Background: an optimization exercise with open tools, aiming at small area. Do not read the settings as production practice. In this exercise RTL edits were held to simulation tests only and were not proved equivalent to the original. Power figures rest on the tool's default switching activity, not on a simulated workload.

## flow/design.v (module list and top-level ports; edited modules follow where they fit)
// module axis_fir_15: 3138 lines
// module fa_cell: 4 lines
// module hold1: 3 lines
module axis_fir_15 #
    (
        parameter integer C_S00_AXIS_TDATA_WIDTH    = 64,
        parameter integer C_M00_AXIS_TDATA_WIDTH    = 64
    )
    (
        input wire  s00_axis_aclk, s00_axis_aresetn,
        input wire  s00_axis_tlast, s00_axis_tvalid,
        input wire [C_S00_AXIS_TDATA_WIDTH-1 : 0] s00_axis_tdata,
        input wire [(C_S00_AXIS_TDATA_WIDTH/8)-1: 0] s00_axis_tstrb,
        output logic  s00_axis_tready,
        input wire  m00_axis_aclk, m00_axis_aresetn,
        input wire  m00_axis_tready,
        output logic  m00_axis_tvalid, m00_axis_tlast,
        output logic [C_M00_AXIS_TDATA_WIDTH-1 : 0] m00_axis_tdata,
        output logic [(C_M00_AXIS_TDATA_WIDTH/8)-1: 0] m00_axis_tstrb
    );
  // ...
==> flow/flow/run.sh <==
#!/bin/bash
set -euo pipefail
export BUFFER_PORTS_ARGS="-buffer_cell sky130_fd_sc_hd__buf_1"
export CTS_ARGS="-sink_clustering_enable -repair_clock_nets -buf_list sky130_fd_sc_hd__clkbuf_8 -sink_clustering_size 16 -sink_clustering_max_diameter 60 -dont_use_dummy_load"
bash standard.sh > standard.log 2>&1
==> flow/standard.sh <==
#!/bin/bash
# synth_recipe.tcl (not shown) runs the flow's synth.tcl, then flattens the netlist and writes it again
# the make line also repeats each setting of config.mk as NAME=value (left out here)
make -C /OpenROAD-flow-scripts/flow DESIGN_CONFIG=/design/flow/config.mk WORK_HOME=/design/flow/orfs CLKGATE_MAP_FILE= SYNTH_SCRIPT=/design/flow/synth_recipe.tcl "${@:-finish}"
==> flow/config.mk <==
export PLATFORM = sky130hd
export DESIGN_NAME = axis_fir_15
export DESIGN_NICKNAME = axis_fir_15
export VERILOG_FILES = /design/flow/design.v
export SDC_FILE = /design/flow/constraint.sdc
export NUM_CORES = 8
export LEC_CHECK = 0
export CAP_MARGIN = 20
export CORE_MARGIN = 2
export CORE_UTILIZATION = 60
export CTS_BUF_LIST = sky130_fd_sc_hd__clkbuf_8
export CTS_CLUSTER_DIAMETER = 60
export CTS_CLUSTER_SIZE = 16
export SLEW_MARGIN = 20
export SYNTH_HIERARCHICAL = 1
==> flow/constraint.sdc <==
create_clock -name core_clock -period 12.0 [get_ports {s00_axis_aclk}]
set_input_delay 2.4000 -clock core_clock [delete_from_list [all_inputs] [get_ports {s00_axis_aclk}]]
set_output_delay 2.4000 -clock core_clock [all_outputs]
set_load 0.01 [all_outputs]
==> out/summary.md, run 1 <==
The buffering overhead is 0.00960. Adding up every negative setup slack in the final design gives 0 ns. The clock-pin slew of the registers on the worst-case setup and hold paths was 0.10 ns; the sequential cell area fraction in the yosys report was 0.574.

The largest part of the power goes to sequential cells. Number of synthesized register bits: 3322. The kind of critical path was reg -> reg. The register with the most flip-flops in the final layout is xs. Yosys mapped a number of flops with a built-in enable equal to 0. The later pin in the worst-skew pair is clocked with a latency of 1.04 ns.

The share of synthesized registers carrying an async set or reset works out to 0. TritonCTS built the clock tree. The number of antenna repair diodes was 9. STA classifies the critical path startpoint as a flip-flop. Non-clock inverter total of the final layout: 89. The run gives 5 as the number of iterations in the first detailed-routing pass. Largest family of logic cells by synthesized area: compound AO/OA/AOI/OAI gates. The number of multi-input combinational cells in the layout is 4547.

The tools report the normalized max-slew margin as 0.224. The global-route wire length before repair is 432 mm, and the post-route fraction of the period consumed by the critical path is 0.645. Timing analysis after detailed placement gives a worst setup slack of 4.48 ns. The flow ran to the end and the layout has no timing, DRC or antenna violations. The internal power is 13800 uW. The tools report the number of global-route vias before repair as 70.0k. The portion of total power attributed to the clock network was 0.262; the number of setup violations in the final report was 0. The tools report the all-layer global routing usage as 0.282. In this run the vertical extent of the chip is 444 um.

The number of setup buffers added after CTS is 0. The detail route stage leaves a number of antenna-violating nets equal to 0. The multi-input combinational cells in the finished layout cover a total of 49000 um2. The depth of the worst register-to-register path was 20; the synthesized netlist cell count was 8005. Data on the critical path arrives at its endpoint at 8.61 ns. From synthesis to final layout, the design area changed by 6.51%.
==> run 2, diff against run 1 <==
==> flow/flow/run.sh (replaced) <==
#!/bin/bash
set -euo pipefail
export BUFFER_PORTS_ARGS="-buffer_cell sky130_fd_sc_hd__buf_1"
export CTS_ARGS="-sink_clustering_enable -repair_clock_nets -buf_list sky130_fd_sc_hd__clkbuf_8 -sink_clustering_size 18 -sink_clustering_max_diameter 60 -dont_use_dummy_load"
bash standard.sh > standard.log 2>&1
--- a/flow/config.mk
+++ b/flow/config.mk
@@ -9,3 +9,3 @@
 export CORE_MARGIN = 2
-export CORE_UTILIZATION = 60
+export CORE_UTILIZATION = 75
 export CTS_BUF_LIST = sky130_fd_sc_hd__clkbuf_8
==> run 2 against run 1 <==
Net effect: still clean; design area fell by 0.77%; hold slack gained 0.0017 ns; sequential power hardly changed.
==> out/summary.md, run 2 <==
The cell taking the most area after synthesis is dfxtp_1 (unchanged). The tools report the startpoint of the most critical register-to-register path as xs[0][1]$_DFF_P_ (unchanged). The share of synthesized cell area in full adder, half adder and majority cells was 0.154 (unchanged).

The tools report the launching instance or port of the critical path as xs[0][1]$_DFF_P_ (unchanged). The share of cell area taken by muxes after synthesis was 0.000259 (unchanged). The register with the highest flop count was xs (unchanged). Leading cell types by total area after synthesis: dfxtp_1 (57%), a22o_1 (25%), fa_1 (15%), ha_1 (0.42%), inv_1 (0.29%) (unchanged). The count of standard-cell rows came out at 144 (was 161). The total wire length after detailed routing was 270 mm (was 279 mm). Delay of the slowest critical-path stage: 0.63 ns (was 0.61 ns).

The internal power was 13700 uW (was 13800 uW). The cell at the slowest stage of the critical path was fa_1 (unchanged). The tools report the initial cell density of the core as 0.754 (was 0.603).

The power per unit of standard cell area was 154 nW/um2 (was 155 nW/um2). The actual transition at the worst max-transition pin was 1.26 ns (was 1.16 ns). The run gives 5190 uW (was 5280 uW) as the power dissipated by switching net loads.

The logs give 0.95 ns (was 1.04 ns) for the insertion delay of the later-clocked pin in the worst-skew pair and 9341 (was 9367) for the total number of nets in the final design. The average vias per placed instance was 6.83 (was 6.38). The logs give 0 (unchanged) for the number of setup buffers added after CTS and 0 (unchanged) for the residual antenna-violating net count after detailed routing. The buffer and inverter count on the worst path was 2 (unchanged). The area of the multi-input gates is 49000 um2 (unchanged), and the average size of a mapped cell is 14.5 um2 (unchanged). The logs give 8.61 ns (about the same) for the arrival time at the worst endpoint and 116000 um2 (unchanged) for the post-synthesis instance area. The end point of the critical path is acc[38]$_DFF_P_ (unchanged). The critical path depth was 20 (unchanged); the number of gates resized after CTS was 0 (unchanged).

The flow ran to the end and the layout has no timing, DRC or antenna violations. The fraction of layout cells with a size suffix above 1 is 0.0381 (was 0.0410), and the number of global-route vias before repair is 71.5k (was 70.0k). The number of iterations in the first detailed-routing pass is 6 (was 5). The maximum net fanout on the critical path was 4 (unchanged). The logs give 0 (unchanged) for the aggregate global routing overflow and 3322 (unchanged) for the number of sinks driven by the clock tree.

Largest family of logic cells by synthesized area: compound AO/OA/AOI/OAI gates (unchanged). The final estimated routing congestion in global placement is 0.928 (was 0.919). Worst hold slack: 0.437 ns (was 0.436 ns). The capturing element type of the critical path was a flip-flop (unchanged). The logs give 12.76 ns (was 12.87 ns) for the critical path required time and 0 (unchanged) for the final-report max-slew violation count.

Commonest cells after routing, fill and taps aside: dfxtp_1 (3322), a22o_1 (3314), fa_1 (865) (unchanged). For the vias after detailed routing, the log shows 71.1k (was 69.7k). Highest signal layer in the routed design: met5 (was met4). The total of max-cap violations was 0 (unchanged).

The die boundary height works out to 397 um (was 444 um). The clock-pin slew of the registers on the worst-case setup and hold paths works out to 0.10 ns (about the same). Setup repair after global routing left no endpoint under its margin. The normalized max-slew margin is 0.161 (was 0.224), and the share of synthesized cell area in and, or, nand and nor gates is 0.00630 (unchanged). The overall die width works out to 397 um (was 444 um). The run gives 0 (unchanged) as the final number of hold-violating endpoints. The top flip-flop cell by instance count after synthesis was dfxtp_1 (unchanged).

Switching share of total power: 0.275 (was 0.276). The endpoint of the lowest-slack register-to-register path was acc[38]$_DFF_P_ (unchanged). Biggest regs: xs x3264, acc x41, m00_axis_tstrb x8 (unchanged).

The summed negative setup slack over all endpoints was 0 ns (unchanged); the count of H-tree levels built during CTS was 4 (unchanged). The detail-routed net length per standard cell is 25.9 um (was 25.6 um), and the core area is 154000 um2 (was 192000 um2). The depth of the worst register-to-register path came out at 20 (unchanged).

The top-level port count came out at 154 (unchanged). The run gives 15.3 mm (was 11.4 mm) as the detailed-routed wire length on met3. The number of CTS-inserted buffers was 210 (was 232). The post-synthesis compound-gate area fraction is 0.258 (unchanged), and the count of buffers inserted at the top-level ports is 119 (unchanged). The tools report the number of fill cells in the layout as 9078 (was 14.5k). Kind of critical path: reg -> reg (unchanged). The minimum setup slack among reg-to-reg paths is 4.15 ns (was 4.26 ns), and the time the worst path needs with I/O delays and setup is 7.85 ns (was 7.74 ns).

The share of the synthesized area in the top cell type works out to 0.574 (unchanged). The most frequent standard cell in the layout excluding fill and tap cells is dfxtp_1 (unchanged). The sequential share of power was 0.592 (was 0.584); the half-perimeter wire length after placement was 170 mm (was 176 mm). The global-route wire length before repair was 421 mm (was 432 mm); the xor/xnor share of the synthesized area was 0.00295 (unchanged). The number of enable-type register cells in the synthesized netlist came out at 0 (unchanged). Top cells by count, synth: dfxtp_1 (3322), a22o_1 (3314), fa_1 (865) (unchanged). The run gives 0 (unchanged) as the number of setup violations in the final report. The tools report the synthesized netlist cell count as 8005 (unchanged). The die area was 158000 um2 (was 197000 um2); the count of synthesis-stage warnings from yosys was 10 (unchanged). The most prevalent standard cell on the critical path was fa_1 (unchanged). The sequential cell area fraction in the yosys report was 0.574 (unchanged). The setup skew after layout was 0.0948 ns (was 0.0879 ns); the number of synthesized register bits was 3322 (unchanged). Cell Chain, Critical Path: fa_1 > fa_1 > fa_1 > fa_1 > fa_1 > fa_1 > inv_1 > fa_1 > fa_1 > inv_1 > fa_1 > nor2b_1 > o2111ai_1 > nand2_1 > a21oi_2 > a21oi_1 > a31oi_1 > o221ai_1 > xor2_1 > a22o_1 (was fa_1 > fa_1 > fa_1 > fa_1 > fa_1 > inv_1 > fa_1 > fa_1 > fa_1 > inv_1 > fa_1 > nor2b_1 > o2111ai_1 > nand2_1 > a21oi_2 > a21oi_1 > a31oi_1 > o221ai_1 > xor2_1 > a22o_1).

The post-route fraction of the period consumed by the critical path came out at 0.654 (was 0.645). The tools report the portion of total power attributed to the clock network as 0.252 (was 0.262). The peak supply drop was 0.000248 V (was 0.000216 V); the post-synth net total was 8988 (unchanged). The most frequently used cell type in the post-synthesis netlist was dfxtp_1 (unchanged). The tools report the root buffer selected by CTS as clkbuf_8 (unchanged). TritonCTS built the clock tree. The met2 wire length was 131 mm (was 138 mm). For the combinational share of power, the log shows 0.156 (was 0.153). The run gives 6396 (was 5462) as the initial detailed-routing violation count.

The class of the most critical hold timing path was reg -> reg (unchanged). The run gives 66500 um2 (unchanged) as the area taken by flip-flops and latches. The flip-flop count of the largest register after layout came out at 3264 (unchanged). Share of synthesized registers carrying an async set or reset: 0 (unchanged). For the number of unique standard cell types used by synthesis, the log shows 53 (unchanged). The startpoint type of the worst setup path is a flip-flop (unchanged). The post-synthesis to final-layout area growth was 5.68% (was 6.51%). The tools report the maximum clock path buffer count as 3 (unchanged).

The timing-limited maximum frequency is 127 MHz (was 129 MHz). The count of unresolved DRC violations after routing is 0 (unchanged). Cell family contributing the most delay on the critical path: adder cells (unchanged). The logs give 258 (was 248) for the maximum number of pins on one net before global-route repair and 5 (was 11) for the number of antenna violations at the first check in global routing. Quantity of hold-fixing buffers added after cts: 0 (unchanged). The tools report the all-layer global routing usage as 0.342 (was 0.282). The wire length on met1 is 109 mm (was 117 mm), and the static leakage power is 0.0506 uW (was 0.0507 uW).
[run 2: cell counts after synthesis]
No cell type changed its count.
[run 2: kinds of logic (layout without fill, tap and decap cells)]
family                   Yosys count  in the layout
AO/OA/AOI/OAI                   3448           3448
flip-flops                      3322           3322
adder cells (fa/ha/maj)          904            904
AND/OR/NAND/NOR                  153            153
buffers and inverters            136            487
XOR/XNOR                          39             39
multiplexers                       3              3
other                              0              2
[run 2: final cells by class]
cell class,count,area share
clock buffers,210,0.0236
diodes,2,0.0000409
multi-input cells,4547,0.400
well taps,2044,0.0209
flip-flops and latches,3322,0.543
inverters,89,0.00285
repair buffers,188,0.00943
[run 2: power groups by stage]
| stage | combinational (uW) | sequential [uW] | clock, uW |
|---|---|---|---|
| 2_1_floorplan | 2070 | 11400 | 0 |
| 3_3_place_gp | 2800 | 11400 | 0 |
| 3_5_place_dp | 2830 | 11400 | 0 |
| 4_1_cts | 2850 | 11200 | 4830 |
| 5_1_grt | 3170 | 11200 | 5220 |
| 6_report | 2940 | 11200 | 4760 |
[run 2: Yosys stat by module, one instance, submodules excluded]
module       cells  times used
axis_fir_15   3827           1
fa_cell          1         864
hold1            1        3314
[run 2: worst min-delay path by stage]
stage | end | cells past startpoint | start | slack, ns
floorplan | xs[12][0]$_DFF_P_ | 1 | xs[12][0]$_DFF_P_ | 0.44
global placement | m00_axis_tstrb[6]$_DFF_P_ | 1 | m00_axis_tstrb[6]$_DFF_P_ | 0.45
detailed placement | xs[54][9]$_DFF_P_ | 1 | xs[54][9]$_DFF_P_ | 0.46
CTS | xs[88][25]$_DFF_P_ | 1 | xs[87][25]$_DFF_P_ | 0.44
global route | xs[90][25]$_DFF_P_ | 1 | xs[89][25]$_DFF_P_ | 0.45
finish | xs[88][25]$_DFF_P_ | 1 | xs[87][25]$_DFF_P_ | 0.44
[run 2: stage by stage]
step           cell area (um2)  cells  worst slack [ns]  total power, uW   util
4_1_cts                 122000  10399              4.28            18800  0.797
2_1_floorplan           116000   8005            -75.56            13500      -
3_5_place_dp            120000  10189              4.22            14300  0.778
3_3_place_gp            120000  10189              4.34            14200  0.778
5_1_grt                 122000  10402              3.98            19600  0.797
6_report                122000  10402              4.15            18900  0.797
[run 2: per-layer routing]
layer  vias up  track usage
li1      31728            -
met1     36513        0.454
met2      2233        0.556
met3       578       0.0528
met4         6        0.165
met5         -            0

[separate check: timing with driven ports]
No port has a modelled driver above. Below, the same layouts with a new extraction and two added sets of constraints. Step 1 (the two cells are an assumption about what drives the block):
set clk [get_ports {s00_axis_aclk}]
set_driving_cell -lib_cell sky130_fd_sc_hd__clkbuf_16 $clk
set_driving_cell -lib_cell sky130_fd_sc_hd__buf_2 [delete_from_list [all_inputs] $clk]
Step 2 also shifts input and output timing later by t, the mid clock arrival at the registers, as if the neighbouring blocks saw the same clock. a / b / c = no drivers / after step 1 / after step 2; a / b = the first two.
run	t (ns)	setup WS [ns]	clock arrival spread, ns	worst slew at a driven data input, ns	cell pins on the clock port's net
run 1	1.083	4.265 / 4.265 / 4.265	0.089 / 0.089	0.13	1
run 2	0.992	4.154 / 4.154 / 4.084	0.105 / 0.105	0.08	1
After both steps setup and hold are still met in every run listed. For run 2, which loses most, drivers alone change the setup slack by 0.000 ns; drivers and shift together by -0.070 ns.
